This design comes from an exercise in tuning for small area on the open sky130 flow, not from production work.
The RTL was checked by simulation tests, not by an equivalence proof against the original design.

==> flow/design.v <==
`default_nettype none
module Decoder_7seg(
    input wire [3:0] D,
    output wire [7:0] SEG
);
assign SEG[0] = (~D[3] & ~D[2] & ~D[1]) | (D[3] & D[1] & ~D[0]);
assign SEG[1] = (D[2] & D[0]);
assign SEG[2] = (D[3] & ~D[2] & ~D[0]);
assign SEG[3] = (~D[3] & ~D[2] & D[0]) | (D[3] & D[1] & ~D[0]);
assign SEG[4] = (D[2] & ~D[0]) | (~D[3] & ~D[2] & D[0]) | (D[3] & D[1]);
assign SEG[5] = (~D[3] & ~D[2] & ~D[1]) | (D[3] & ~D[1] & ~D[0]);
assign SEG[6] = (~D[3] & ~D[2]);
assign SEG[7] = 1'b1;
endmodule
`default_nettype wire
`default_nettype none
module FPGA_TOP (
  input   wire          RESET,
  input   wire          SW1,
  input   wire          CLK,
  input   wire          BTNU,
  input   wire          BTNL,
  input   wire          BTNC,
  input   wire          BTNR,
  input   wire          BTND,
  output  wire  [11:0]  SEG,
  output  wire  [15:0]  LED
  ) ;
localparam [3:0] DZ = 4'b0010;    
reg M;                         
always @ (posedge CLK) M <= SW1;
wire CHG = SW1 ^ M;            
wire RS  = RESET | CHG;        
wire QC, QNC, QR, QNR;
btnflt bfc (.CLK(CLK), .RST(RESET), .FI(CHG), .BTN(BTNC), .BTNQ(QC), .BTNQN(QNC));
btnflt bfr (.CLK(CLK), .RST(RESET | SW1), .FI(1'b0), .BTN(BTNR), .BTNQ(QR), .BTNQN(QNR));
reg T;
always @ (posedge CLK) begin
    if (RS) T <= 0;
    else T <= T ^ (M ? QNC : QC);
end
localparam IDLE = 2'd0, RUN = 2'd1, PAUSE = 2'd2, DONE_ST = 2'd3;
reg [1:0] ST;
wire IDLEs = (ST == IDLE);
wire RUNs = (ST == RUN);
reg [9:0] P;
wire W100  = P[6] & P[5] & P[2];                         
wire W1000 = P[9] & P[8] & P[7] & P[6] & P[5] & P[3];    
wire SWT = M & T & W100;                                  
wire PEN = M & T | RUNs;
wire PCLR = RS | SWT | RUNs & W1000;
wire [10:0] PC;
assign PC[0] = PEN;
genvar i;
generate for (i = 0; i < 10; i = i + 1) begin : pinc
    assign PC[i+1] = PC[i] & P[i];
    always @ (posedge CLK) P[i] <= ~PCLR & (P[i] ^ PC[i]);
end endgenerate
reg [15:0] S;
reg [15:0] VI;                 
wire [15:0] V = ~VI;
wire [15:0] SU, VD;
wire [3:0] S9, VZ;
generate for (i = 0; i < 4; i = i + 1) begin : dg
    dig_up   u (.D(S[4*i+3:4*i]), .Q(SU[4*i+3:4*i]), .TOP(S9[i]));
    dig_down d (.D(V[4*i+3:4*i]), .Q(VD[4*i+3:4*i]), .ZERO(VZ[i]));
end endgenerate
wire SEN = QR | SWT;
wire [3:0] SE = {SEN & S9[0] & S9[1] & S9[2], SEN & S9[0] & S9[1], SEN & S9[0], SEN};
wire C0 = VZ[0] & W1000;
wire [3:0] VE = {C0 & VZ[1] & VZ[2], C0 & VZ[1], C0, RUNs & W1000};
wire DN = &VZ & ~IDLEs;
integer k;
reg [15:0] VN;                 
always @ (*) begin
    if (RS) VN[3:0] = DZ;
    else if (IDLEs) VN[3:0] = S[3:0];
    else if (VE[0]) VN[3:0] = VD[3:0];
    else VN[3:0] = V[3:0];
    for (k = 1; k < 4; k = k + 1) begin
        if (RS) VN[4*k +: 4] = DZ;
        else if (VE[k]) VN[4*k +: 4] = VD[4*k +: 4];
        else if (IDLEs) VN[4*k +: 4] = S[4*k +: 4];
        else VN[4*k +: 4] = V[4*k +: 4];
    end
end
always @ (posedge CLK) begin
    for (k = 0; k < 4; k = k + 1) begin
        if (RS) S[4*k +: 4] <= DZ;
        else if (SE[k]) S[4*k +: 4] <= SU[4*k +: 4];
    end
    VI <= ~VN;
end
always @ (posedge CLK) begin
    if (RESET | SW1 | M) ST <= IDLE;
    else case (ST)
        IDLE:  if (T) ST <= RUN;
        RUN:   if (DN) ST <= DONE_ST; else if (~T) ST <= PAUSE;
        PAUSE: if (T) ST <= RUN;
        default: if (~T) ST <= IDLE;
    endcase
end
reg [3:0] SC;
reg [1:0] A;
wire SCF  = ~SC[3] & ~(SC[1] ^ SC[0]) | SC[3] & ~SC[2] & SC[0];
wire SC10 = SC[3] & ~SC[2] & ~SC[0];
always @ (posedge CLK) begin
    SC[3:1] <= RS ? 3'd0 : SC[2:0];
    SC[0]   <= ~RESET & (CHG | SCF);
    if (RS) A <= 0;
    else if (SC10) A <= A + 2'd1;
end
reg [3:0] D;
always @(*) begin
    case (A)
        2'd0: D = V[3:0];
        2'd1: D = V[7:4];
        2'd2: D = V[11:8];
        default: D = V[15:12];
    endcase
    if (CHG) D = DZ;
end
wire [7:0] SEGD;
Decoder_7seg dec (.D(D), .SEG(SEGD));
assign SEG[7:0] = SEGD;
assign SEG[8]  = ~(CHG | A == 2'd0);
assign SEG[9]  = ~(~CHG & A == 2'd1);
assign SEG[10] = ~(~CHG & A == 2'd2);
assign SEG[11] = ~(~CHG & A == 2'd3);
assign LED = 16'd0;
endmodule
`default_nettype wire
`default_nettype none
module btnflt(
    input wire CLK, RST, BTN,
    input wire FI,            
    output reg BTNQ,          
    output wire BTNQN         
);
reg [6:0] SI;                 
wire [6:0] S = ~SI;
wire FB   = S[6] ^ S[5];
wire TERM = S[0] & S[1] & S[2] & S[4] & S[6];                 
wire ISI  = ~S[0] & ~S[1] & ~S[2] & ~S[3] & ~S[4] & ~S[5];    
wire ISC  = S[0] & ~S[1] & ~S[2] & ~S[3] & ~S[4] & ~S[5] & ~S[6];   
wire CLR  = RST | FI | TERM;
assign BTNQN = ISC & BTN;
always @ (posedge CLK) begin
    SI[6:2] <= ~(CLR ? 5'd0 : S[5:1]);
    SI[1]   <= ~(CLR ? (TERM & BTN & ~RST & ~FI) : S[0]);    
    SI[0]   <= ~(RST ? 1'b0 : (FI | ISI) ? BTN : TERM ? 1'b0 : FB);
    BTNQ   <= ~(RST | FI) & BTNQN;
end
endmodule
`default_nettype wire
`default_nettype none
module dig_up(
    input wire [3:0] D,
    output wire [3:0] Q,
    output wire TOP
);
assign Q[0] = (D[1]);
assign Q[1] = (D[2]);
assign Q[2] = (D[3]);
assign Q[3] = (~D[3] & ~D[2] & D[0]) | (D[3] & ~D[0]);
assign TOP = (~D[3] & ~D[1] & ~D[0]);
endmodule
`default_nettype wire
`default_nettype none
module dig_down(
    input wire [3:0] D,
    output wire [3:0] Q,
    output wire ZERO
);
assign Q[0] = (~D[3] & D[2]) | (~D[2] & D[1] & D[0]) | (D[3] & ~D[2]);
assign Q[1] = (D[0]);
assign Q[2] = (D[1]);
assign Q[3] = (D[2]);
assign ZERO = (~D[3] & D[1] & ~D[0]);
endmodule
`default_nettype wire
export LEC_CHECK = 0
export ABC_AREA = 1
export CAP_MARGIN = 20
export CORE_MARGIN = 2
export CORE_UTILIZATION = 75
export PLACE_DENSITY = 0.75
export SLEW_MARGIN = 20
create_clock -name core_clock -period 10.0 [get_ports {CLK}]
standard.sh (not shown) runs the stock make flow with config.mk's settings and CLKGATE_MAP_FILE= SYNTH_SCRIPT=/design/flow/synth_recipe.tcl, a recipe that flattens the netlist after the stock synthesis.
==> flow/flow/run.sh <==
#!/bin/bash
# The standard layout (the standard.sh, ORFS) with these changes:
#  - after synthesis the logic is re-mapped for area and every logic cell
#    gets its smallest drive strength (flow/resynth.tcl, run at the start of
#    the floorplan step; registers are kept as synthesis made them),
#  - port buffers are sky130_fd_sc_hd__buf_1 instead of ORFS's pick,
#  - the constant outputs share one tie cell each for 0 and 1,
#  - clock tree synthesis uses sky130_fd_sc_hd__clkbuf_4 and no dummy loads.
set -euo pipefail
bash standard.sh \
  "FOOTPRINT_TCL=$PWD/flow/resynth.tcl" \
  "BUFFER_PORTS_ARGS=-buffer_cell sky130_fd_sc_hd__buf_1" \
  "SKIP_REPAIR_TIE_FANOUT=1" \
  "CTS_ARGS=-sink_clustering_enable -repair_clock_nets -dont_use_dummy_load -buf_list sky130_fd_sc_hd__clkbuf_4" \
  finish > flow_make.log 2>&1
Other scripts of this flow, unchanged in this note and not shown: flow/flow/resynth.tcl
Rerun with:
--- a/flow/design.v
+++ b/flow/design.v
@@ -47,7 +47,6 @@
 wire W100  = P[6] & P[5] & P[2];                         
 wire W1000 = P[9] & P[8] & P[7] & P[6] & P[5] & P[3];    
-wire SWT = M & T & W100;                                  
-wire PEN = M & T | RUNs;
-wire PCLR = RS | SWT | RUNs & W1000;
+wire PEN = M ? T : RUNs;
+wire PCLR = RS | PEN & (M ? W100 : W1000);
 wire [10:0] PC;
 assign PC[0] = PEN;
@@ -57,7 +56,5 @@
     always @ (posedge CLK) P[i] <= ~PCLR & (P[i] ^ PC[i]);
 end endgenerate
-reg [15:0] S;
-reg [15:0] VI;                 
-wire [15:0] V = ~VI;
+reg [15:0] S, V;
 wire [15:0] SU, VD;
 wire [3:0] S9, VZ;
@@ -66,5 +63,5 @@
     dig_down d (.D(V[4*i+3:4*i]), .Q(VD[4*i+3:4*i]), .ZERO(VZ[i]));
 end endgenerate
-wire SEN = QR | SWT;
+wire SEN = QR | (M & T & W100);
 wire [3:0] SE = {SEN & S9[0] & S9[1] & S9[2], SEN & S9[0] & S9[1], SEN & S9[0], SEN};
 wire C0 = VZ[0] & W1000;
@@ -72,17 +69,4 @@
 wire DN = &VZ & ~IDLEs;
 integer k;
-reg [15:0] VN;                 
-always @ (*) begin
-    if (RS) VN[3:0] = DZ;
-    else if (IDLEs) VN[3:0] = S[3:0];
-    else if (VE[0]) VN[3:0] = VD[3:0];
-    else VN[3:0] = V[3:0];
-    for (k = 1; k < 4; k = k + 1) begin
-        if (RS) VN[4*k +: 4] = DZ;
-        else if (VE[k]) VN[4*k +: 4] = VD[4*k +: 4];
-        else if (IDLEs) VN[4*k +: 4] = S[4*k +: 4];
-        else VN[4*k +: 4] = V[4*k +: 4];
-    end
-end
 always @ (posedge CLK) begin
     for (k = 0; k < 4; k = k + 1) begin
@@ -90,5 +74,12 @@
         else if (SE[k]) S[4*k +: 4] <= SU[4*k +: 4];
     end
-    VI <= ~VN;
+    if (RS) V[3:0] <= DZ;
+    else if (IDLEs) V[3:0] <= S[3:0];
+    else if (VE[0]) V[3:0] <= VD[3:0];
+    for (k = 1; k < 4; k = k + 1) begin
+        if (RS) V[4*k +: 4] <= DZ;
+        else if (VE[k]) V[4*k +: 4] <= VD[4*k +: 4];
+        else if (IDLEs) V[4*k +: 4] <= S[4*k +: 4];
+    end
 end
 always @ (posedge CLK) begin
@@ -138,6 +129,5 @@
     output wire BTNQN         
 );
-reg [6:0] SI;                 
-wire [6:0] S = ~SI;
+reg [6:0] S;
 wire FB   = S[6] ^ S[5];
 wire TERM = S[0] & S[1] & S[2] & S[4] & S[6];                 
@@ -147,7 +137,7 @@
 assign BTNQN = ISC & BTN;
 always @ (posedge CLK) begin
-    SI[6:2] <= ~(CLR ? 5'd0 : S[5:1]);
-    SI[1]   <= ~(CLR ? (TERM & BTN & ~RST & ~FI) : S[0]);    
-    SI[0]   <= ~(RST ? 1'b0 : (FI | ISI) ? BTN : TERM ? 1'b0 : FB);
+    S[6:2] <= CLR ? 5'd0 : S[5:1];
+    S[1]   <= CLR ? (TERM & BTN & ~RST & ~FI) : S[0];    
+    S[0]   <= RST ? 1'b0 : (FI | ISI) ? BTN : TERM ? 1'b0 : FB;
     BTNQ   <= ~(RST | FI) & BTNQN;
 end
Effect: Worst hold slack loses 0.0030 ns; design area is higher by 1.3%; clock skew went up by 0.0041 ns; via count rose by about 5%; cell count increases by 3.1%; wire length grows by about 7%; global-route usage increases by 1.3 points; synthesized cell count went down by 2.2%; non-clock buffer count shrinks by 1; area after synthesis went down by 1.2%.

## re-timing with driven ports
How much do the figures lean on ideal ports? The routed layouts below were timed once more, with nothing changed but the port constraints. Step 1, drivers: a clkbuf_16 drives CLK and a buf_2 each remaining input, both assumed. Step 2, shift: input delay + t, output delay - t, t = (earliest + latest rising clock arrival at the registers) / 2. This alone moves slack from input paths to output paths. Slacks: ideal / step 1 / step 2; pairs: ideal / step 1.
run	t, ns	slack for setup (ns)	hold slack, ns	worst setup path after step 2	cell pins on the clock port's net
the first run	0.403	4.440 / 4.421 / 4.421	0.432 / 0.432 / 0.432	input to output	1
the second run	0.406	4.120 / 4.089 / 4.089	0.429 / 0.429 / 0.429	input to output	1
After both steps every run listed still meets setup and hold. For the second run, which loses most, drivers alone change the setup slack by -0.031 ns; drivers and shift together by -0.031 ns.
